What follows belongs to an exercise in optimizing a design on an open flow for small area; a production flow would make more cautious choices.
In this exercise RTL edits were held to simulation tests only and were not proved equivalent to the original.
No activity file was given, so power comes from the tool's default toggle rates.

## flow/design.v (module list and top-level ports; edited modules follow where they fit)
// module MBF: 1531 lines
// module MBF_fa: 3 lines
// module MBF_ha: 3 lines
// module MBF_hn: 4 lines
// module MBF_maj3: 3 lines
// module MBF_and2: 3 lines
// module MBF_or2: 3 lines
// module MBF_xor2: 3 lines
// module MBF_nand2: 3 lines
// module MBF_nor2: 3 lines
module MBF(CLK, RESET, IN_VALID, IN_DATA, X_DATA, Y_DATA, OUT_VALID);
  // ...
==> flow/flow/run.sh <==
#!/bin/bash
# The standard layout, with the port buffers that global placement inserts made from the
# smallest buffer cell. The make output goes to flow_make.log; ORFS keeps each step's own
# log under orfs/logs/.
set -euo pipefail
export BUFFER_PORTS_ARGS="-buffer_cell sky130_fd_sc_hd__buf_1"
bash standard.sh finish > flow_make.log 2>&1
==> flow/standard.sh <==
#!/bin/bash
# synth_recipe.tcl (not shown) runs the flow's synth.tcl, then flattens the netlist and writes it again
# the make line also repeats each setting of config.mk as NAME=value (left out here)
make -C /OpenROAD-flow-scripts/flow DESIGN_CONFIG=/design/flow/config.mk WORK_HOME=/design/flow/orfs CLKGATE_MAP_FILE= SYNTH_SCRIPT=/design/flow/synth_recipe.tcl "${@:-finish}"
==> flow/config.mk <==
export PLATFORM = sky130hd
export DESIGN_NAME = MBF
export DESIGN_NICKNAME = MBF
export VERILOG_FILES = /design/flow/design.v
export SDC_FILE = /design/flow/constraint.sdc
export NUM_CORES = 4
export LEC_CHECK = 0
export CAP_MARGIN = 20
export CORE_MARGIN = 2
export CORE_UTILIZATION = 50
export CTS_BUF_LIST = sky130_fd_sc_hd__clkbuf_8
export CTS_CLUSTER_DIAMETER = 50
export CTS_CLUSTER_SIZE = 20
export SLEW_MARGIN = 20
export SYNTH_HIERARCHICAL = 1
==> flow/constraint.sdc <==
create_clock -name core_clock -period 7.0 [get_ports {CLK}]
set_input_delay 1.4000 -clock core_clock [delete_from_list [all_inputs] [get_ports {CLK}]]
set_output_delay 1.4000 -clock core_clock [all_outputs]
set_load 0.01 [all_outputs]
==> flow_metrics.py, run 1 <==
metrics = {
    "run_status": {
        "status": "no timing/DRC/antenna violations",
    },
    "route": {
        "dr.pass1.iters": 4,
        "routed_via_density": 4.92,
        "wl_met2_um": 15900,
    },
    "synth": {
        "ys.flop_type": "dfxtp_1",
        "synth_compound_area_share_pct": 0,
        "synth_simple_gate_area_share_pct": 6.40,
        "yosysSeqAreaShare_pct": 29.9,
        "netlist_area_mm2": 0.0153,
        "synth_fa_ha_area_share_pct": 57.9,
    },
    "setup_path": {
        "r2r_setup_slack_ps": 210,
        "required_ps": 7450,
        "cp_max_fo": 3,
        "startpoint": "r7[6]",
        "critical_path.slowest_cell": "fa_1",
        "cp_cell_sequence": "fa_1, fa_2, inv_1, fa_2, fa_1, fa_1, fa_1, fa_1, fa_1, fa_1, fa_1, nor2_1, fa_1, ha_1, fa_1, fa_1, nand2_1",
        "arrival_ps": 7240,
    },
    "timing": {
        "hold_ws_ps": 385,
        "final.min_clock_period_ps": 6790,
    },
    "pwr": {
        "peakVddDrop_mv": 0.162,
        "pg_seq_w": 0.00145,
        "switching_power_w": 0.00147,
        "comb_power_share_pct": 37.4,
        "p_per_area_mw_per_mm2": 245,
    },
    "cells_and_area": {
        "multi_input_cells": 718,
        "seq_cell_count": 229,
        "layout.nets": 1678,
    },
    "flow_run": {
        "maxCapViolations": 0,
    },
    "min_path": {
        "hold_class": "register to register",
    },
    "floorplan": {
        "taps": 396,
    },
    "clock_tree": {
        "cts_resized": 0,
    },
}
==> run 2, diff against run 1 <==
==> flow/flow/run.sh (replaced) <==
#!/bin/bash
# The standard layout, with the port buffers that global placement inserts made from the
# smallest buffer cell, and clock tree synthesis without dummy loads. The make output goes to
# flow_make.log; ORFS keeps each step's own log under orfs/logs/.
set -euo pipefail
export BUFFER_PORTS_ARGS="-buffer_cell sky130_fd_sc_hd__buf_1"
export CTS_ARGS="-sink_clustering_enable -repair_clock_nets -dont_use_dummy_load -buf_list sky130_fd_sc_hd__clkbuf_8 -sink_clustering_size 20 -sink_clustering_max_diameter 50"
bash standard.sh finish > flow_make.log 2>&1
--- a/flow/config.mk
+++ b/flow/config.mk
@@ -13,2 +13,3 @@
 export CTS_CLUSTER_SIZE = 20
+export GPL_TIMING_DRIVEN = 0
 export SLEW_MARGIN = 20
==> run 2 against run 1 <==
Area after synthesis unchanged. First-iteration DRC count decreased by 12%. Synthesized cell count unchanged. Worst setup slack got worse by 22 ps. Cell count decreased by 1.7%. Largest cell class unchanged. Highest routed layer unchanged.
==> flow_metrics.py, run 2 <==
metrics = {
    "run_status": {
        "status": "no timing/DRC/antenna violations",
    },
    "timing": {
        "relSlewSlack_pct": 51.2,
        "finalHoldViolCount": 0,
        "drv_slew": 0,
        "period_share_pct": 97.3,
        "hold_ws_ps": 364,
        "setup_viol": 0,
        "tightest_slew_ps": 730,
        "worst_slack_ps": 186,
        "rsz0062_at_grt": "false",
        "fmax_ghz": 0.147,
        "final.min_clock_period_ps": 6810,
        "clock_skew_ps": 88.4,
    },
    "clock_tree": {
        "clockBufferDepth": 3,
        "clk_latency_ps": 590,
        "h-tree-depth": 1,
        "clkTransAtPathRegs_ps": 100,
        "root_buffer": "clkbuf_8",
        "cts_inserted_buffers": 25,
        "clkSinkCount": 229,
        "cts_tree": "built",
    },
    "floorplan": {
        "rows": 64,
        "io_pins": 43,
        "dieHeight_um": 179,
        "core_area_mm2": 0.0304,
        "initial_core_util_pct": 50.4,
        "die_w_um": 179,
        "die_area_mm2": 0.0321,
    },
    "pwr": {
        "p_per_area_mw_per_mm2": 230,
        "comb_power_share_pct": 42.2,
        "power.leakage_nw": 7.11,
        "p_sw_share_pct": 34.7,
        "seqPwrFrac_pct": 38.1,
        "switching_power_w": 0.00132,
        "total_power_w": 0.00381,
        "peakVddDrop_mv": 0.167,
        "p_int_w": 0.00249,
        "clockPowerShare_pct": 19.7,
    },
    "placed_design": {
        "hpwl_um": 30000,
        "io_buffers": 40,
        "dp_slack_ps": -218,
        "globalplace.congestion": 0.888,
    },
    "setup_path": {
        "crit_type": "register to register",
        "arrival_ps": 7270,
        "cp_cell_sequence": "ha_1, fa_1, fa_1, fa_1, fa_1, fa_1, fa_2, fa_1, fa_1, fa_1, fa_1, ha_1, fa_1, ha_2, inv_1, nor2_1, inv_1, xor2_1, nand2_1",
        "required_ps": 7460,
        "cp-start-kind": "register",
        "worst-path-buf-inv": 2,
        "max_stage_delay_ps": 700,
        "cp_max_fo": 4,
        "critical_path.slowest_cell": "fa_2",
        "r2r_end": "q478",
        "cp.depth": 19,
        "end_kind": "register",
        "cpMostUsedCell": "fa_1",
        "reg2reg_from": "r9[0]",
        "r2r_setup_slack_ps": 190,
        "reg2reg_depth": 19,
        "critPathTopFamily": "adder cells",
    },
    "synth": {
        "synth_top_cell_by_area": "fa_1",
        "yosysMostFrequentCell": "fa_1",
        "yosysTopAreaCellShare_pct": 55.7,
        "synth_cell_type_count": 16,
        "ys_top_cells_by_area": "fa_1, dfxtp_1, inv_1, nand2_1, nor2_1",
        "synth-edff-count": 0,
        "netlist_area_mm2": 0.0153,
        "synth-async-reset-ratio_pct": 0,
        "syn-instance-count": 1135,
        "ys_warn_count": 7,
        "ys.flop_type": "dfxtp_1",
        "ys_seq_elements": 229,
        "yosysSeqAreaShare_pct": 29.9,
        "avgSynthCellArea_um2": 13.5,
        "yosys-top-cells-count": "fa_1, dfxtp_1, inv_1",
    },
    "cells_and_area": {
        "layout.nets": 1671,
        "final_common_cell": "fa_1",
        "layout_common_cells": "fa_1, dfxtp_1, inv_1, nand2_1, nor2_1",
        "num_antenna_cells": 0,
        "fin_util_pct": 54.5,
        "syn2layout_area_growth_pct": 7.95,
        "fillers": 2586,
        "drive_gt1_share_pct": 9.18,
    },
    "flow_run": {
        "maxCapViolations": 0,
    },
    "global_routing": {
        "grtUsageTotal_pct": 23.4,
        "gr-total-overflow": 0,
        "grt_pass1_wl_um": 53200,
        "grt_max_degree": 72,
        "grt_antenna_before_repair": 0,
        "grt_pass1_vias": 8960,
    },
    "route": {
        "vias": 7921,
        "routed_via_density": 4.94,
        "dr.pass1.iters": 4,
        "drt_iter0_drc": 439,
        "drc": 0,
        "finalWirelength_um": 34600,
        "wl_per_cell_um": 21.6,
        "final_antenna_net_count": 0,
    },
    "min_path": {
        "hold_class": "register to register",
        "hp-start": "r11[7]",
        "hold-path-endpoint": "r12[7]",
        "hold_depth": 1,
    },
}
run 2: cell counts after synthesis:
No cell type changed its count.
run 2: logic make-up (layout without fill, tap and decap cells):
logic type / count (synthesis) / in the layout / synth area share [%]
xor gates and xnor gates: 10 / 10 / 0.571
other: 1 / 2 / 0.0244
DFF: 229 / 229 / 29.9
adders and majority gates: 455 / 455 / 57.9
and+or+nand+nor: 251 / 251 / 6.40
buffers and inverters: 189 / 262 / 5.26
run 2: repair_timing:
action / CTS / global route
gates resized for setup: 11 / 31
setup buffers: 1 / 3
setup endpoints to repair: 3 / 7
hold buffers: 0 / 0
pin swaps: 0 / 7
run 2: routing by layer:
metal / GRT usage, % / wire [um] / part of all wire (%)
met2: 34.5 / 15300 / 44
met4: 4.17 / 591 / 1.7
met3: 6.28 / 2750 / 7.9
met5: 0 / 0 / 0
met1: 35.6 / 16000 / 46
run 2: final cells by class:
class                   instances  area, um^2  area share, %
plain buffers                  26         195           1.18
multi-input cells             718       10000           60.5
well taps                     396         495           2.99
repair buffers                 48         284           1.71
clock buffers                  25         344           2.08
flip-flops and latches        229        4610           27.8
inverters                     163         617           3.72
run 2: Yosys stat by module, one instance, submodules excluded, a selection:
module	cell area, um^2	times used	cells inside
MBF_maj3	11.3	11	1
MBF_and2	6.26	2	1
MBF_fa	20.0	427	1
MBF_xor2	8.76	10	1
MBF_nand2	3.75	131	1
MBF	5440	1	424
MBF_ha	12.5	17	1
MBF_nor2	3.75	110	1
run 2: worst max-delay path by stage:
stage	start	to	slack [ps]
detailed placement	r3[8]	q816	-220
finish	r9[0]	q478	190
global route	r9[0]	q478	0.4
floorplan	r3[8]	q816	390
global placement	RESET	r12[10]	-3460
CTS	r10[0]	q478	1
run 2: power by group through the flow:
stage	Combinational (W)	Clock [W]	Sequential [W]
2_1_floorplan	0.00120	0	0.00146
3_3_place_gp	0.00161	0	0.00148
3_5_place_dp	0.00162	0	0.00148
4_1_cts	0.00164	0.000781	0.00145
5_1_grt	0.00186	0.000826	0.00146
6_report	0.00161	0.000752	0.00145
run 2: through the flow:
step	setup TNS (ps)	cells	instance area (um^2)
floorplan	0	1136	15400
global route	0	1605	16600
global placement	-404460	1572	16000
CTS	0	1602	16500
finish	0	1605	16600
detailed placement	-433	1576	16100
run 2: worst reg2reg max path: cells and delay by family, from the launching register on:
family	cells	cell delay [ps]
buffers and inverters	2	180
DFF	1	360
and+or+nand+nor	2	110
adders and majority gates	14	5940
xor gates and xnor gates	1	130
==> run 3, diff against run 2 <==
--- a/flow/config.mk
+++ b/flow/config.mk
@@ -13,3 +13,2 @@
 export CTS_CLUSTER_SIZE = 20
-export GPL_TIMING_DRIVEN = 0
 export SLEW_MARGIN = 20
==> run 3 against run 2 <==
Core utilization shrank 0.21 points. Sequential share of layout area about the same. Critical path type unchanged. Global-route usage up 1.5 points. Non-clock buffer count up 7. Worst hold slack improved by 12 ps. Design area shrank 0.39%. Still clean on timing, DRC and antenna. Clock power hardly changed. Critical path depth down 2. Largest cell class unchanged. Wire length increased by 6.7%.
==> flow_metrics.py, run 3 <==
metrics = {
    "synth": {
        "avgSynthCellArea_um2": 13.5,
        "synth_top_cell_by_area": "fa_1",
        "ys.flop_type": "dfxtp_1",
        "synth-edff-count": 0,
        "ys_top_cells_by_area": "fa_1, dfxtp_1, inv_1, nand2_1, nor2_1",
        "ys_seq_elements": 229,
        "yosys-top-cells-count": "fa_1, dfxtp_1, inv_1",
        "synth-async-reset-ratio_pct": 0,
        "yosysSeqAreaShare_pct": 29.9,
        "synth_cell_type_count": 16,
        "syn-instance-count": 1135,
        "ys_warn_count": 7,
        "yosysTopAreaCellShare_pct": 55.7,
        "netlist_area_mm2": 0.0153,
        "yosysMostFrequentCell": "fa_1",
    },
    "cells_and_area": {
        "multi_input_area_mm2": 0.0100,
        "num_antenna_cells": 0,
        "layout.nets": 1678,
        "layout_common_cells": "fa_1, dfxtp_1, inv_1, nand2_1, nor2_1",
        "syn2layout_area_growth_pct": 7.52,
        "finalNonFillerCells": 1612,
        "drive_gt1_share_pct": 8.14,
        "fillers": 2600,
        "final_common_cell": "fa_1",
        "register_area_mm2": 0.00459,
        "fin_area_mm2": 0.0165,
    },
    "setup_path": {
        "arrival_ps": 7190,
        "cp_max_fo": 3,
        "cp-start-kind": "register",
        "crit_type": "register to register",
        "required_ps": 7410,
        "end_kind": "register",
    },
    "clock_tree": {
        "postCtsHoldBufs": 0,
        "h-tree-depth": 1,
        "clk_latency_ps": 600,
        "clkSinkCount": 229,
        "root_buffer": "clkbuf_8",
        "clockBufferDepth": 3,
        "clkTransAtPathRegs_ps": 110,
        "cts_inserted_buffers": 25,
        "cts_tree": "built",
    },
    "flow_run": {
        "maxCapViolations": 0,
    },
    "route": {
        "drt_iter0_drc": 509,
        "dr.pass1.iters": 4,
        "wl_per_cell_um": 22.9,
        "drc": 0,
        "final_antenna_net_count": 0,
        "finalWirelength_um": 36900,
        "routed_via_density": 5.00,
        "vias": 8065,
    },
    "global_routing": {
        "grt_pass1_vias": 9099,
        "gr-total-overflow": 0,
        "grt_max_degree": 70,
        "grt_pass1_wl_um": 56000,
        "grt_antenna_before_repair": 0,
        "grtUsageTotal_pct": 24.9,
    },
    "pwr": {
        "p_per_area_mw_per_mm2": 226,
        "peakVddDrop_mv": 0.143,
        "power.leakage_nw": 7.12,
    },
    "timing": {
        "final.min_clock_period_ps": 6780,
        "period_share_pct": 96.9,
        "fmax_ghz": 0.147,
        "tns_ps": 0,
        "clock_skew_ps": 88.3,
        "finalHoldViolCount": 0,
        "worst_slack_ps": 219,
        "drv_slew": 0,
        "hold_ws_ps": 376,
        "setup_viol": 0,
        "relSlewSlack_pct": 45.1,
        "tightest_slew_ps": 824,
    },
    "placed_design": {
        "hpwl_um": 31900,
        "globalplace.congestion": 0.898,
        "io_buffers": 40,
        "placed_area_mm2": 0.0161,
        "placed_cells": 1587,
        "dp_slack_ps": 130,
    },
    "floorplan": {
        "initial_core_util_pct": 50.4,
        "core_area_mm2": 0.0304,
        "rows": 64,
        "die_w_um": 179,
        "io_pins": 43,
        "die_area_mm2": 0.0321,
        "dieHeight_um": 179,
    },
    "min_path": {
        "hold_class": "register to register",
    },
    "run_status": {
        "status": "no timing/DRC/antenna violations",
    },
}
run 3: changes by cell type in the layout (fill, tap and decap cells not counted), moves of 3 or more:
cell     delta
fa_1        +9
dfxtp_4     -3
buf_16      -3
dfxtp_1     +9
dfxtp_2     -6
fa_2        -9
buf_4      +11
run 3: modules after synthesis, one instance, submodules excluded:
| module | cells | copies in the design | cell area [um^2] |
|---|---|---|---|
| MBF_fa | 1 | 427 | 20.0 |
| MBF | 424 | 1 | 5440 |
| MBF_and2 | 1 | 2 | 6.26 |
| MBF_xor2 | 1 | 10 | 8.76 |
| MBF_nand2 | 1 | 131 | 3.75 |
| MBF_maj3 | 1 | 11 | 11.3 |
| MBF_or2 | 1 | 3 | 6.26 |
| MBF_ha | 1 | 17 | 12.5 |
| MBF_nor2 | 1 | 110 | 3.75 |
run 3: cell type report:
| class | instances | share of cell area, % |
|---|---|---|
| timing repair buffer | 81 | 2.80 |
| tap | 396 | 3.00 |
| sequential | 229 | 27.8 |
| multi-input combinational | 718 | 60.6 |
| clock buffer | 25 | 2.08 |
| inverter | 163 | 3.71 |
run 3: worst paths after layout:
| kind | slack [ps] | endpoint | depth (start not counted) | startpoint |
|---|---|---|---|---|
| worst min register to register | 380 | r1[1] | 1 | r0[1] |
| worst max register to register | 220 | q816 | 17 | r7[6] |
| worst max-delay path | 220 | q816 | 17 | r7[6] |
| worst min-delay path | 380 | r1[1] | 1 | r0[1] |
run 3: cell families (layout without fill, tap and decap cells):
group,count (synthesis),in the layout,synth area share [%]
buffers and inverters,189,269,5.26
XOR/XNOR,10,10,0.571
AND/OR/NAND/NOR,251,251,6.40
adder cells (fa/ha/maj),455,455,57.9
flip-flops,229,229,29.9
other,1,2,0.0244
run 3: timing repair:
action                                  4_1_cts  5_1_grt
endpoints found under the setup margin        0        4
setup buffers                                 0        0
gates resized for setup                       0       20
run 3: power by group:
| part | internal [W] | switching (W) | total, W |
|---|---|---|---|
| sequential | 0.00140 | 0.0000503 | 0.00145 |
| clock | 0.000316 | 0.000433 | 0.000749 |
| combinational | 0.000703 | 0.000832 | 0.00154 |
| total | 0.00242 | 0.00132 | 0.00374 |
run 3: stage by stage:
stage,power (W),utilization [%]
final,0.00374,54.2
after detailed placement,0.00303,53.0
after floorplan,0.00266,-
after CTS,0.00378,54.1
after global placement,0.00300,53.0
after global routing,0.00406,54.2
run 3: layer usage:
| metal | GRT usage, % | wire [um] | vias to the layer above |
|---|---|---|---|
| met5 | 0 | 0 | - |
| met4 | 5.68 | 769 | 0 |
| met3 | 6.87 | 3240 | 48 |
| met2 | 35.6 | 15800 | 253 |
| met1 | 38.1 | 17100 | 4333 |
| li1 | - | - | 3431 |
run 3: critical path: stages, from the launching register on:
cell,delay [ps]
dfxtp_4,380
fa_1,430
fa_2,530
inv_1,60
fa_2,390
fa_1,390
fa_2,610
fa_1,440
fa_1,400
fa_1,420
fa_1,400
fa_1,550
nor2_1,70
fa_1,370
ha_1,200
fa_1,380
fa_1,500
nand2_1,60
==> run 4, diff against run 3 <==
--- a/flow/flow/run.sh
+++ b/flow/flow/run.sh
@@ -6,3 +6,3 @@
 export BUFFER_PORTS_ARGS="-buffer_cell sky130_fd_sc_hd__buf_1"
-export CTS_ARGS="-sink_clustering_enable -repair_clock_nets -dont_use_dummy_load -buf_list sky130_fd_sc_hd__clkbuf_8 -sink_clustering_size 20 -sink_clustering_max_diameter 50"
+export CTS_ARGS="-sink_clustering_enable -repair_clock_nets -dont_use_dummy_load -buf_list sky130_fd_sc_hd__clkbuf_16 -sink_clustering_size 30 -sink_clustering_max_diameter 60"
 bash standard.sh finish > flow_make.log 2>&1
==> run 4 against run 3 <==
Die area unchanged. Cell count down 0.25%. Combinational power about the same. Wire length about the same. Worst setup slack about the same. Critical path depth unchanged.
==> flow_metrics.py, run 4 <==
metrics = {
    "setup_path": {
        "cp.depth": 17,
        "critical_path.slowest_cell": "fa_1",
        "critPathTopFamily": "adder cells",
        "reg2reg_depth": 17,
        "cp_cell_sequence": "fa_1, fa_2, inv_1, fa_2, fa_1, fa_1, fa_1, fa_1, fa_1, fa_1, fa_1, nor2_1, fa_1, ha_1, fa_1, fa_1, nand2_1",
        "crit_type": "register to register",
        "arrival_ps": 7130,
        "required_ps": 7350,
        "max_stage_delay_ps": 630,
        "cp_max_fo": 3,
        "worst-path-buf-inv": 1,
        "end_kind": "register",
        "cp-start-kind": "register",
        "cpMostUsedCell": "fa_1",
    },
    "clock_tree": {
        "root_buffer": "clkbuf_16",
        "postCtsHoldBufs": 0,
        "clk_latency_ps": 520,
        "clockBufferDepth": 3,
        "clkTransAtPathRegs_ps": 70,
        "cts_tree": "built",
        "cts_inserted_buffers": 21,
        "clkSinkCount": 229,
        "h-tree-depth": 1,
    },
    "route": {
        "dr.pass1.iters": 5,
        "routed_via_density": 5.01,
        "vias": 8049,
        "wl_per_cell_um": 23.0,
        "drc": 0,
        "finalWirelength_um": 36900,
        "final_antenna_net_count": 0,
        "drt_iter0_drc": 467,
    },
    "pwr": {
        "p_sw_share_pct": 33.6,
        "switching_power_w": 0.00133,
        "power.leakage_nw": 7.21,
        "comb_power_share_pct": 38.6,
        "clockPowerShare_pct": 24.8,
        "peakVddDrop_mv": 0.166,
        "p_per_area_mw_per_mm2": 238,
        "seqPwrFrac_pct": 36.6,
        "p_int_w": 0.00263,
    },
    "global_routing": {
        "grt_max_degree": 70,
        "grtUsageTotal_pct": 24.9,
        "grt_pass1_wl_um": 56000,
        "gr-total-overflow": 0,
        "grt_antenna_before_repair": 0,
        "grt_pass1_vias": 9117,
    },
    "floorplan": {
        "initial_core_util_pct": 50.4,
        "die_w_um": 179,
        "io_pins": 43,
        "dieHeight_um": 179,
        "core_area_mm2": 0.0304,
        "die_area_mm2": 0.0321,
        "rows": 64,
    },
    "cells_and_area": {
        "syn2layout_area_growth_pct": 8.60,
        "num_antenna_cells": 0,
        "finalNonFillerCells": 1608,
        "fin_util_pct": 54.8,
        "fin_area_mm2": 0.0167,
        "multi_input_area_mm2": 0.00998,
        "register_area_mm2": 0.00459,
        "drive_gt1_share_pct": 7.34,
        "layout_common_cells": "fa_1, dfxtp_1, inv_1, nand2_1, nor2_1",
        "fillers": 2565,
        "layout.nets": 1674,
        "final_common_cell": "fa_1",
    },
    "timing": {
        "period_share_pct": 96.9,
        "rsz0062_at_grt": "false",
        "relSlewSlack_pct": 45.3,
        "tns_ps": 0,
        "drv_slew": 0,
        "fmax_ghz": 0.147,
        "final.min_clock_period_ps": 6780,
        "setup_viol": 0,
        "hold_ws_ps": 374,
        "clock_skew_ps": 48.9,
        "finalHoldViolCount": 0,
        "tightest_slew_ps": 821,
    },
    "synth": {
        "synthMuxAreaShare_pct": 0,
        "yosysSeqAreaShare_pct": 29.9,
        "yosysMostFrequentCell": "fa_1",
        "ys_top_cells_by_area": "fa_1, dfxtp_1, inv_1, nand2_1, nor2_1",
        "synth-async-reset-ratio_pct": 0,
        "synth_fa_ha_area_share_pct": 57.9,
        "netlist_area_mm2": 0.0153,
        "ys.flop_type": "dfxtp_1",
        "synth-edff-count": 0,
        "yosysTopAreaCellShare_pct": 55.7,
        "avgSynthCellArea_um2": 13.5,
        "synth_simple_gate_area_share_pct": 6.40,
        "synth_top_cell_by_area": "fa_1",
        "ys_warn_count": 7,
        "synth-xor-area-share_pct": 0.571,
        "synth_compound_area_share_pct": 0,
        "synth_cell_type_count": 16,
        "yosys-top-cells-count": "fa_1, dfxtp_1, inv_1",
        "ys_seq_elements": 229,
        "synth_top_family_by_area": "adder cells",
        "syn-instance-count": 1135,
    },
    "min_path": {
        "hold_class": "register to register",
        "hold_depth": 1,
    },
    "placed_design": {
        "placed_cells": 1587,
        "placed_area_mm2": 0.0161,
        "io_buffers": 40,
        "globalplace.congestion": 0.898,
        "hpwl_um": 31900,
    },
    "run_status": {
        "status": "no timing/DRC/antenna violations",
    },
    "flow_run": {
        "maxCapViolations": 0,
    },
}
run 4: cell families (layout without fill, tap and decap cells):
| group | after synthesis | after routing |
|---|---|---|
| other | 1 | 2 |
| adders and majority gates | 455 | 455 |
| buffers and inverters | 189 | 265 |
| and+or+nand+nor | 251 | 251 |
| xor gates and xnor gates | 10 | 10 |
| DFF | 229 | 229 |
run 4: repair_timing:
item | CTS | global route
setup buffers | 0 | 0
endpoints found under the setup margin | 0 | 5
resized for setup | 0 | 13
run 4: final cells by class:
class / count / share of cell area, %
timing repair buffer: 81 / 2.77
tap: 396 / 2.97
multi-input combinational: 718 / 59.9
inverter: 163 / 3.68
clock buffer: 21 / 3.15
sequential: 229 / 27.5
run 4: Yosys stat by module, one instance, submodules excluded:
module | flip-flops and latches | times used
MBF_or2 | 0 | 3
MBF_nand2 | 0 | 131
MBF_maj3 | 0 | 11
MBF_and2 | 0 | 2
MBF_xor2 | 0 | 10
MBF_fa | 0 | 427
MBF | 229 | 1
MBF_ha | 0 | 17
MBF_nor2 | 0 | 110
run 4: per-stage QoR:
step                total power [W]  setup WS, ps
detailed placement          0.00303           130
finish                      0.00396           219
global route                0.00429          4.20
global placement            0.00300           152
CTS                         0.00402           114
floorplan                   0.00266           391
run 4: metal layers:
metal	routed length (um)	GRT usage, %	vias to the layer above	share of wire [%]
met5	0	0	-	0
met4	530	4.23	0	1.4
met3	3300	7.25	35	8.9
met2	15900	35.8	263	43
met1	17200	38.2	4331	46
li1	-	-	3420	-
run 4: path summary, 6_finish.rpt:
check / startpoint / to / slack (ps)
worst max-delay path: r7[6] / q816 / 220
worst min-delay path: r1[12] / r2[12] / 370
worst max register to register: r7[6] / q816 / 220
worst min register to register: r1[12] / r2[12] / 370
run 4: power groups by stage:
stage               registers, W  logic, W  clock network [W]
finish                   0.00145   0.00153           0.000981
global route             0.00146   0.00178            0.00105
CTS                      0.00145   0.00156            0.00100
detailed placement       0.00148   0.00155                  0
global placement         0.00148   0.00152                  0
floorplan                0.00146   0.00120                  0
run 4: worst register-to-register path, stage by stage (launching register included):
cell	delay (ps)
dfxtp_2	360
fa_1	450
fa_2	530
inv_1	60
fa_2	390
fa_1	390
fa_1	630
fa_1	470
fa_1	400
fa_1	420
fa_1	400
fa_1	550
nor2_1	70
fa_1	370
ha_1	200
fa_1	380
fa_1	500
nand2_1	60
==> run 5, diff against run 4 <==
--- a/flow/flow/run.sh
+++ b/flow/flow/run.sh
@@ -6,3 +6,3 @@
 export BUFFER_PORTS_ARGS="-buffer_cell sky130_fd_sc_hd__buf_1"
-export CTS_ARGS="-sink_clustering_enable -repair_clock_nets -dont_use_dummy_load -buf_list sky130_fd_sc_hd__clkbuf_16 -sink_clustering_size 30 -sink_clustering_max_diameter 60"
+export CTS_ARGS="-sink_clustering_enable -repair_clock_nets -dont_use_dummy_load -buf_list sky130_fd_sc_hd__clkbuf_8 -sink_clustering_size 28 -sink_clustering_max_diameter 60"
 bash standard.sh finish > flow_make.log 2>&1
==> run 5 against run 4 <==
Still clean. Worst hold slack worse by 11 ps. Flip-flop and latch count did not move. Non-clock buffer count unchanged. Clock skew increased by 14 ps. Sequential share of layout area is 0.40 points higher. Die area did not move. Via count fell by 0.27%. Critical path depth did not move. Sequential power hardly changed. Design area is 1.4% lower. Register-to-register slack improved by 20 ps. Critical path type unchanged. Critical endpoint unchanged. Largest cell class unchanged.
==> flow_metrics.py, run 5 <==
metrics = {
    "run_status": {
        "status": "no timing/DRC/antenna violations",
    },
    "setup_path": {
        "r2r_setup_slack_ps": 240,
        "arrival_ps": 7150,
        "cp.depth": 17,
        "required_ps": 7390,
        "reg2reg_depth": 17,
        "cp_max_fo": 3,
        "cp_cell_sequence": "fa_1, fa_2, inv_1, fa_2, fa_1, fa_1, fa_1, fa_1, fa_1, fa_1, fa_1, nor2_1, fa_1, ha_1, fa_1, fa_1, nand2_1",
        "cp-start-kind": "register",
        "r2r_end": "q816",
        "crit_path_end": "q816",
        "crit_type": "register to register",
        "critical_path.slowest_cell": "fa_1",
        "cpMostUsedCell": "fa_1",
        "max_stage_delay_ps": 620,
        "startpoint": "r7[6]",
        "end_kind": "register",
        "critPathTopFamily": "adder cells",
        "reg2reg_from": "r7[6]",
        "worst-path-buf-inv": 1,
    },
    "pwr": {
        "p_sw_share_pct": 35.4,
        "seqPwrFrac_pct": 39.6,
        "p_per_area_mw_per_mm2": 223,
        "switching_power_w": 0.00130,
        "power.leakage_nw": 7.09,
        "clockPowerShare_pct": 18.8,
        "comb_power_share_pct": 41.7,
        "p_int_w": 0.00237,
        "peakVddDrop_mv": 0.132,
    },
    "floorplan": {
        "initial_core_util_pct": 50.4,
        "dieHeight_um": 179,
        "die_area_mm2": 0.0321,
        "core_area_mm2": 0.0304,
        "rows": 64,
        "die_w_um": 179,
        "io_pins": 43,
    },
    "synth": {
        "yosys-top-cells-count": "fa_1, dfxtp_1, inv_1",
        "syn-instance-count": 1135,
        "avgSynthCellArea_um2": 13.5,
        "yosysTopAreaCellShare_pct": 55.7,
        "ys_warn_count": 7,
        "yosysMostFrequentCell": "fa_1",
        "synth_top_cell_by_area": "fa_1",
        "netlist_area_mm2": 0.0153,
        "synth-edff-count": 0,
        "synth-async-reset-ratio_pct": 0,
        "yosysSeqAreaShare_pct": 29.9,
        "ys.flop_type": "dfxtp_1",
        "ys_top_cells_by_area": "fa_1, dfxtp_1, inv_1, nand2_1, nor2_1",
        "ys_seq_elements": 229,
        "synth_cell_type_count": 16,
    },
    "global_routing": {
        "grt_pass1_wl_um": 55900,
        "grt_max_degree": 70,
        "grt_antenna_before_repair": 0,
        "grtUsageTotal_pct": 24.8,
        "gr-total-overflow": 0,
        "grt_pass1_vias": 9101,
    },
    "clock_tree": {
        "h-tree-depth": 1,
        "cts_inserted_buffers": 21,
        "clkTransAtPathRegs_ps": 100,
        "clockBufferDepth": 3,
        "cts_setup_buffers": 0,
        "root_buffer": "clkbuf_8",
        "clkSinkCount": 229,
        "cts_tree": "built",
        "clk_latency_ps": 560,
    },
    "flow_run": {
        "maxCapViolations": 0,
    },
    "placed_design": {
        "hpwl_um": 31900,
        "globalplace.congestion": 0.898,
        "io_buffers": 40,
    },
    "timing": {
        "tns_ps": 0,
        "drv_slew": 0,
        "relSlewSlack_pct": 44.3,
        "rsz0062_at_grt": "false",
        "period_share_pct": 96.6,
        "final.min_clock_period_ps": 6760,
        "finalHoldViolCount": 0,
        "setup_viol": 0,
        "fmax_ghz": 0.148,
        "clock_skew_ps": 62.7,
        "tightest_slew_ps": 836,
    },
    "cells_and_area": {
        "multi_input_area_mm2": 0.00998,
        "layout_common_cells": "fa_1, dfxtp_1, inv_1, nand2_1, nor2_1",
        "layout.nets": 1674,
        "drive_gt1_share_pct": 7.34,
        "fillers": 2598,
        "register_area_mm2": 0.00459,
        "syn2layout_area_growth_pct": 7.06,
        "final_common_cell": "fa_1",
        "fin_util_pct": 54.0,
        "num_antenna_cells": 0,
    },
    "route": {
        "final_antenna_net_count": 0,
        "drt_iter0_drc": 517,
        "routed_via_density": 4.99,
        "finalWirelength_um": 36900,
        "vias": 8027,
        "wl_per_cell_um": 22.9,
        "drc": 0,
        "dr.pass1.iters": 4,
    },
    "min_path": {
        "hold_class": "register to register",
    },
}
run 5: cell counts after synthesis:
No cell type changed its count.
run 5: logic make-up (layout without fill, tap and decap cells):
group	after synthesis	in the layout	synth area share (%)
buffers and inverters	189	265	5.26
other	1	2	0.0244
adder cells (fa/ha/maj)	455	455	57.9
AND/OR/NAND/NOR	251	251	6.40
flip-flops	229	229	29.9
XOR/XNOR	10	10	0.571
run 5: per-stage QoR:
stage | instances | worst slack, ps | hold WS, ps | cell area [um^2] | total power, W
2_1_floorplan | 1136 | 391 | 352 | 15400 | 0.00266
3_3_place_gp | 1587 | 152 | 357 | 16100 | 0.00300
3_5_place_dp | 1587 | 130 | 357 | 16100 | 0.00303
4_1_cts | 1608 | 111 | 370 | 16400 | 0.00372
5_1_grt | 1608 | 5.73 | 390 | 16400 | 0.00400
6_report | 1608 | 237 | 364 | 16400 | 0.00367
run 5: layout make-up:
cell class | instances | share of cell area [%]
well taps | 396 | 3.02
flip-flops and latches | 229 | 27.9
clock buffers | 21 | 1.76
repair buffers | 81 | 2.81
multi-input cells | 718 | 60.8
inverters | 163 | 3.73
run 5: how the worst min path moves through the flow:
stage / endpoint / depth (start not counted) / from
final: r1[9] / 1 / r0[9]
after global routing: r12[5] / 1 / r11[5]
after CTS: r1[9] / 1 / r0[9]
after detailed placement: r2[10] / 1 / r1[10]
after global placement: r2[10] / 1 / r1[10]
after floorplan: r2[10] / 1 / r1[10]
run 5: routing by layer:
| layer | global-route usage, % | routed length [um] |
|---|---|---|
| met2 | 35.4 | 15900 |
| met3 | 7.06 | 3100 |
| met5 | 0 | 0 |
| met4 | 5.11 | 715 |
| met1 | 38.2 | 17200 |
run 5: per-module statistics from Yosys, one instance, submodules excluded:
| module | cell area (um^2) | cells |
|---|---|---|
| MBF_fa | 20.0 | 1 |
| MBF_maj3 | 11.3 | 1 |
| MBF_xor2 | 8.76 | 1 |
| MBF_and2 | 6.26 | 1 |
| MBF_or2 | 6.26 | 1 |
| MBF_ha | 12.5 | 1 |
| MBF_nor2 | 3.75 | 1 |
| MBF | 5440 | 424 |
| MBF_nand2 | 3.75 | 1 |
run 5: power by group through the flow:
stage / clock network, W / logic, W / registers [W]
after floorplan: 0 / 0.00120 / 0.00146
after global placement: 0 / 0.00152 / 0.00148
after detailed placement: 0 / 0.00155 / 0.00148
after CTS: 0.000712 / 0.00156 / 0.00145
after global routing: 0.000755 / 0.00178 / 0.00146
final: 0.000688 / 0.00153 / 0.00145
run 5: timing repair:
action,in CTS,in global routing
hold buffers,0,0
resized for setup,0,13
endpoints found under the setup margin,0,5
==> run 6, diff against run 5 <==
==> flow/flow/run.sh (replaced) <==
#!/bin/bash
# The standard layout, with the port buffers that global placement inserts made from the
# smallest buffer cell, resizer changes from timing-driven placement not kept, and clock
# tree synthesis without dummy loads. The make output goes to
# flow_make.log; ORFS keeps each step's own log under orfs/logs/.
set -euo pipefail
export BUFFER_PORTS_ARGS="-buffer_cell sky130_fd_sc_hd__buf_1"
export GPL_KEEP_OVERFLOW=0
export CTS_ARGS="-sink_clustering_enable -repair_clock_nets -dont_use_dummy_load -buf_list sky130_fd_sc_hd__clkbuf_8 -sink_clustering_size 28 -sink_clustering_max_diameter 60"
bash standard.sh finish > flow_make.log 2>&1
==> run 6 against run 5 <==
Still clean. Register-to-register slack got worse by 30 ps. Worst hold slack gained 11 ps. Critical path depth up 1. Flip-flop and latch count unchanged. Area after synthesis stayed put. Die area did not move. Sequential power barely moved. Clock-buffer cell count rose by 2. Clock power increased by 5.2%. Critical endpoint unchanged. Largest power group unchanged. Highest routed layer unchanged.
==> flow_metrics.py, run 6 <==
metrics = {
    "floorplan": {
        "rows": 64,
        "die_w_um": 179,
        "io_pins": 43,
        "initial_core_util_pct": 50.4,
        "die_area_mm2": 0.0321,
        "dieHeight_um": 179,
        "core_area_mm2": 0.0304,
    },
    "cells_and_area": {
        "layout_common_cells": "fa_1, dfxtp_1, inv_1, nand2_1, nor2_1",
        "layout.nets": 1642,
        "fin_area_mm2": 0.0163,
        "num_antenna_cells": 0,
        "final_common_cell": "fa_1",
        "finalNonFillerCells": 1576,
        "drive_gt1_share_pct": 4.75,
        "syn2layout_area_growth_pct": 5.99,
    },
    "setup_path": {
        "max_stage_delay_ps": 600,
        "critPathTopFamily": "adder cells",
        "critical_path.slowest_cell": "fa_1",
        "worst-path-buf-inv": 3,
        "required_ps": 7440,
        "arrival_ps": 7230,
        "end_kind": "register",
        "cpMostUsedCell": "fa_1",
        "cp_max_fo": 4,
        "crit_type": "register to register",
        "cp-start-kind": "register",
        "cp_cell_sequence": "inv_1, fa_1, fa_1, fa_1, fa_1, fa_1, fa_1, inv_1, fa_1, fa_1, inv_1, fa_1, nor2_1, fa_1, ha_1, fa_1, fa_1, nand2_1",
    },
    "timing": {
        "setup_viol": 0,
        "finalHoldViolCount": 0,
        "rsz0062_at_grt": "false",
        "clock_skew_ps": 71.8,
        "tightest_slew_ps": 725,
        "relSlewSlack_pct": 51.6,
        "drv_slew": 0,
        "final.min_clock_period_ps": 6790,
        "period_share_pct": 97.0,
        "tns_ps": 0,
        "fmax_ghz": 0.147,
    },
    "clock_tree": {
        "postCtsHoldBufs": 0,
        "root_buffer": "clkbuf_8",
        "cts_tree": "built",
        "clk_latency_ps": 590,
        "h-tree-depth": 1,
        "cts_inserted_buffers": 23,
        "clkTransAtPathRegs_ps": 120,
        "clkSinkCount": 229,
        "clockBufferDepth": 3,
    },
    "synth": {
        "synth_cell_type_count": 16,
        "yosysMostFrequentCell": "fa_1",
        "yosys-top-cells-count": "fa_1, dfxtp_1, inv_1",
        "ys_warn_count": 7,
        "avgSynthCellArea_um2": 13.5,
        "synth_top_cell_by_area": "fa_1",
        "netlist_area_mm2": 0.0153,
        "yosysTopAreaCellShare_pct": 55.7,
        "syn-instance-count": 1135,
        "ys_top_cells_by_area": "fa_1, dfxtp_1, inv_1, nand2_1, nor2_1",
        "yosysSeqAreaShare_pct": 29.9,
        "ys_seq_elements": 229,
        "ys.flop_type": "dfxtp_1",
        "synth-async-reset-ratio_pct": 0,
        "synth-edff-count": 0,
    },
    "route": {
        "drt_iter0_drc": 523,
        "vias": 7807,
        "final_antenna_net_count": 0,
        "wl_per_cell_um": 22.9,
        "dr.pass1.iters": 5,
        "routed_via_density": 4.95,
        "drc": 0,
        "finalWirelength_um": 36100,
    },
    "global_routing": {
        "grt_antenna_before_repair": 0,
        "grtUsageTotal_pct": 24.2,
        "gr-total-overflow": 0,
        "grt_max_degree": 82,
        "grt_pass1_wl_um": 54700,
        "grt_pass1_vias": 8875,
    },
    "pwr": {
        "peakVddDrop_mv": 0.157,
        "power.leakage_nw": 6.97,
        "p_per_area_mw_per_mm2": 228,
    },
    "min_path": {
        "hold_class": "register to register",
    },
    "placed_design": {
        "placed_area_mm2": 0.0159,
        "hpwl_um": 31400,
        "placed_cells": 1550,
        "io_buffers": 40,
        "globalplace.congestion": 0.916,
    },
    "flow_run": {
        "maxCapViolations": 0,
    },
    "run_status": {
        "status": "no timing/DRC/antenna violations",
    },
}
run 6: logic make-up (layout without fill, tap and decap cells):
| kind of cell | after synthesis | after routing | synth area share (%) |
|---|---|---|---|
| XOR/XNOR | 10 | 10 | 0.571 |
| flip-flops | 229 | 229 | 29.9 |
| buffers and inverters | 189 | 233 | 5.26 |
| other | 1 | 2 | 0.0244 |
| AND/OR/NAND/NOR | 251 | 251 | 6.40 |
| adder cells (fa/ha/maj) | 455 | 455 | 57.9 |
run 6: cell type report:
type                       count  area [um^2]
multi-input combinational    718         9980
inverter                     163          617
clock buffer                  23          317
fill                        2605        14200
sequential                   229         4590
timing repair buffer          47          269
tap                          396          495
run 6: per-module statistics from Yosys, one instance, submodules excluded:
module	cells	times used
MBF_nand2	1	131
MBF_ha	1	17
MBF_maj3	1	11
MBF_xor2	1	10
MBF_and2	1	2
MBF	424	1
MBF_fa	1	427
MBF_nor2	1	110
MBF_or2	1	3
run 6: path summary, 6_finish.rpt:
kind	slack, ps	endpoint	startpoint	depth (start not counted)
min	370	r1[0]	r0[0]	1
max reg2reg	210	q816	r11[8]	18
min reg2reg	370	r1[0]	r0[0]	1
max	210	q816	r11[8]	18
run 6: where the power goes:
group	switching, W	internal (W)	leakage, nW
logic	0.000833	0.000707	4.94
clock network	0.000433	0.000291	0.165
registers	0.0000494	0.00140	1.86
run 6: per-layer routing:
layer | wire length, um | vias up | track usage (%)
met1 | 16800 | 4196 | 36.9
met3 | 2910 | 37 | 7.19
met4 | 495 | 0 | 4.07
li1 | - | 3355 | -
met5 | 0 | - | 0
met2 | 15900 | 219 | 35.2
run 6: through the flow:
step	hold slack, ps	util [%]	worst slack [ps]	power, W
after floorplan	352	-	391	0.00266
after global placement	360	51.9	-3900	0.00302
after detailed placement	356	52.3	10.7	0.00304
after CTS	374	53.3	67.0	0.00377
after global routing	385	53.5	4.19	0.00403
final	375	53.5	211	0.00371
run 6: timing repair:
action / CTS / global route
endpoints found under the setup margin: 2 / 2
pin swaps: 0 / 1
gates resized for setup: 1 / 12
buffers inserted: 0 / 3
==> run 7, diff against run 6 <==
--- a/flow/flow/run.sh
+++ b/flow/flow/run.sh
@@ -8,3 +8,3 @@
 export GPL_KEEP_OVERFLOW=0
-export CTS_ARGS="-sink_clustering_enable -repair_clock_nets -dont_use_dummy_load -buf_list sky130_fd_sc_hd__clkbuf_8 -sink_clustering_size 28 -sink_clustering_max_diameter 60"
+export CTS_ARGS="-sink_clustering_enable -repair_clock_nets -dont_use_dummy_load -buf_list sky130_fd_sc_hd__clkbuf_8 -sink_clustering_size 24 -sink_clustering_max_diameter 60"
 bash standard.sh finish > flow_make.log 2>&1
==> run 7 against run 6 <==
Critical path depth did not move. Via count did not move. Worst setup slack did not move. Cell count did not move. Core utilization did not move. Worst hold slack did not move. Sequential power barely moved. Still clean on timing, DRC and antenna. Clock power barely moved. Non-clock buffer count did not move. Power did not move.
==> flow_metrics.py, run 7 <==
metrics = {
    "timing": {
        "drv_slew": 0,
        "rsz0062_at_grt": "false",
        "setup_viol": 0,
        "relSlewSlack_pct": 51.6,
        "fmax_ghz": 0.147,
        "worst_slack_ps": 211,
        "hold_ws_ps": 375,
        "final.min_clock_period_ps": 6790,
        "period_share_pct": 97.0,
        "finalHoldViolCount": 0,
        "clock_skew_ps": 71.8,
        "tightest_slew_ps": 725,
    },
    "clock_tree": {
        "root_buffer": "clkbuf_8",
        "clkSinkCount": 229,
        "clkTransAtPathRegs_ps": 120,
        "cts_tree": "built",
        "h-tree-depth": 1,
        "clk_latency_ps": 590,
        "cts_inserted_buffers": 23,
        "clockBufferDepth": 3,
    },
    "min_path": {
        "hold_class": "register to register",
    },
    "floorplan": {
        "die_area_mm2": 0.0321,
        "dieHeight_um": 179,
        "rows": 64,
        "initial_core_util_pct": 50.4,
        "die_w_um": 179,
        "io_pins": 43,
        "core_area_mm2": 0.0304,
    },
    "cells_and_area": {
        "finalNonFillerCells": 1576,
        "final_common_cell": "fa_1",
        "syn2layout_area_growth_pct": 5.99,
        "layout.nets": 1642,
        "drive_gt1_share_pct": 4.75,
        "layout_common_cells": "fa_1, dfxtp_1, inv_1, nand2_1, nor2_1",
        "fin_util_pct": 53.5,
        "register_area_mm2": 0.00459,
        "multi_input_area_mm2": 0.00998,
        "fillers": 2605,
        "num_antenna_cells": 0,
    },
    "global_routing": {
        "grtUsageTotal_pct": 24.2,
        "grt_max_degree": 82,
        "grt_pass1_wl_um": 54700,
        "grt_antenna_before_repair": 0,
        "grt_pass1_vias": 8875,
        "gr-total-overflow": 0,
    },
    "setup_path": {
        "required_ps": 7440,
        "end_kind": "register",
        "crit_type": "register to register",
        "cp_max_fo": 4,
        "cp-start-kind": "register",
        "arrival_ps": 7230,
        "r2r_setup_slack_ps": 210,
    },
    "placed_design": {
        "hpwl_um": 31400,
        "io_buffers": 40,
        "globalplace.congestion": 0.916,
        "placed_cells": 1550,
        "dp_slack_ps": 10.7,
    },
    "route": {
        "routed_via_density": 4.95,
        "drt-met1-wl_um": 16800,
        "finalWirelength_um": 36100,
        "final_antenna_net_count": 0,
        "drc": 0,
        "drt_iter0_drc": 523,
        "highest_layer": "met4",
        "wl_met2_um": 15900,
        "wl_per_cell_um": 22.9,
        "dr_wl_met3_um": 2910,
        "vias": 7807,
        "dr.pass1.iters": 5,
    },
    "pwr": {
        "power.leakage_nw": 6.97,
        "p_per_area_mw_per_mm2": 228,
        "peakVddDrop_mv": 0.157,
        "total_power_w": 0.00371,
    },
    "flow_run": {
        "maxCapViolations": 0,
    },
    "synth": {
        "yosysTopAreaCellShare_pct": 55.7,
        "ys_top_cells_by_area": "fa_1, dfxtp_1, inv_1, nand2_1, nor2_1",
        "yosysMostFrequentCell": "fa_1",
        "ys_warn_count": 7,
        "synth-async-reset-ratio_pct": 0,
        "yosys-top-cells-count": "fa_1, dfxtp_1, inv_1",
        "netlist_area_mm2": 0.0153,
        "yosysSeqAreaShare_pct": 29.9,
        "avgSynthCellArea_um2": 13.5,
        "synth-edff-count": 0,
        "syn-instance-count": 1135,
        "synth_cell_type_count": 16,
        "ys.flop_type": "dfxtp_1",
        "synth_top_cell_by_area": "fa_1",
        "ys_seq_elements": 229,
    },
    "run_status": {
        "status": "no timing/DRC/antenna violations",
    },
}
## run 7: cell counts in the layout (fill, tap and decap cells not counted)
No cell type changed its count.
## run 7: worst max-delay path: stages, from the launching register on
cell	delay, ps
dfxtp_2	440
inv_1	80
fa_1	410
fa_1	600
fa_1	480
fa_1	430
fa_1	400
fa_1	550
inv_1	70
fa_1	480
fa_1	550
inv_1	50
fa_1	510
nor2_1	70
fa_1	370
ha_1	200
fa_1	380
fa_1	490
nand2_1	60
## run 7: repair_timing
| item | in CTS | in global routing |
|---|---|---|
| gates resized for setup | 1 | 12 |
| hold buffers | 0 | 0 |
| setup buffers | 0 | 3 |
| pin swaps | 0 | 1 |
| endpoints found under the setup margin | 2 | 2 |
## run 7: area by class of cell
class	count	share of cell area, %
clock buffer	23	1.95
inverter	163	3.79
multi-input combinational	718	61.3
sequential	229	28.2
tap	396	3.05
timing repair buffer	47	1.65
## run 7: stage by stage
step                      area [um^2]  TNS [ps]
after floorplan                 15400         0
after global placement          15800   -429410
after detailed placement        15900         0
after CTS                       16200         0
after global routing            16300         0
final                           16300         0
## run 7: modules after synthesis (local to each module, per instance)
| module | cells inside | area (um^2) |
|---|---|---|
| MBF_nor2 | 1 | 3.75 |
| MBF_fa | 1 | 20.0 |
| MBF_or2 | 1 | 6.26 |
| MBF_nand2 | 1 | 3.75 |
| MBF | 424 | 5440 |
| MBF_maj3 | 1 | 11.3 |
| MBF_and2 | 1 | 6.26 |
| MBF_xor2 | 1 | 8.76 |
| MBF_ha | 1 | 12.5 |
## run 7: final timing paths
path	to	cells past startpoint	startpoint
max	q816	18	r11[8]
min	r1[0]	1	r0[0]
max reg2reg	q816	18	r11[8]
min reg2reg	r1[0]	1	r0[0]
## run 7: where the power goes
group / internal (W) / switching (W) / leakage [nW]
logic: 0.000707 / 0.000833 / 4.94
registers: 0.00140 / 0.0000494 / 1.86
clock network: 0.000291 / 0.000433 / 0.165
total: 0.00240 / 0.00131 / 6.97
## run 7: routing by layer
layer / up-vias / global-route usage [%]
met1: 4196 / 36.9
li1: 3355 / -
met4: 0 / 4.07
met3: 37 / 7.19
met5: - / 0
met2: 219 / 35.2
## run 7: kinds of logic after synthesis
logic type | count (synthesis) | synth area share, %
and+or+nand+nor | 251 | 6.40
other | 1 | 0.0244
buffers and inverters | 189 | 5.26
adders and majority gates | 455 | 57.9
xor gates and xnor gates | 10 | 0.571
DFF | 229 | 29.9

what the ideal ports hide:
How much do the figures lean on ideal ports? The routed layouts below were timed once more, with nothing changed but the port constraints. Step 1 (the two cells are an assumption about what drives the block):
set clk [get_ports {CLK}]
set_driving_cell -lib_cell sky130_fd_sc_hd__clkbuf_16 $clk
set_driving_cell -lib_cell sky130_fd_sc_hd__buf_2 [delete_from_list [all_inputs] $clk]
Step 2 moves the port delays by t, midway between the first and last clock arrival at a register: inputs arrive t later, outputs are due t later. That takes back most of the time a late clock gives input paths. a / b / c = no drivers / after step 1 / after step 2; a / b = the first two.
run	t, ns	setup slack, ns	worst hold slack (ns)	pins driven straight from the clock port
run 1	0.633	0.208 / 0.208 / 0.208	0.385 / 0.385 / 0.385	1
run 2	0.598	0.186 / 0.186 / 0.186	0.364 / 0.364 / 0.364	1
run 3	0.607	0.219 / 0.219 / 0.219	0.376 / 0.376 / 0.376	1
run 4	0.545	0.219 / 0.219 / 0.219	0.374 / 0.374 / 0.374	1
run 5	0.574	0.237 / 0.237 / 0.237	0.364 / 0.364 / 0.364	1
run 6	0.607	0.211 / 0.211 / 0.211	0.375 / 0.375 / 0.375	1
run 7	0.607	0.211 / 0.211 / 0.211	0.375 / 0.375 / 0.375	1
After both steps every run listed still meets setup and hold.
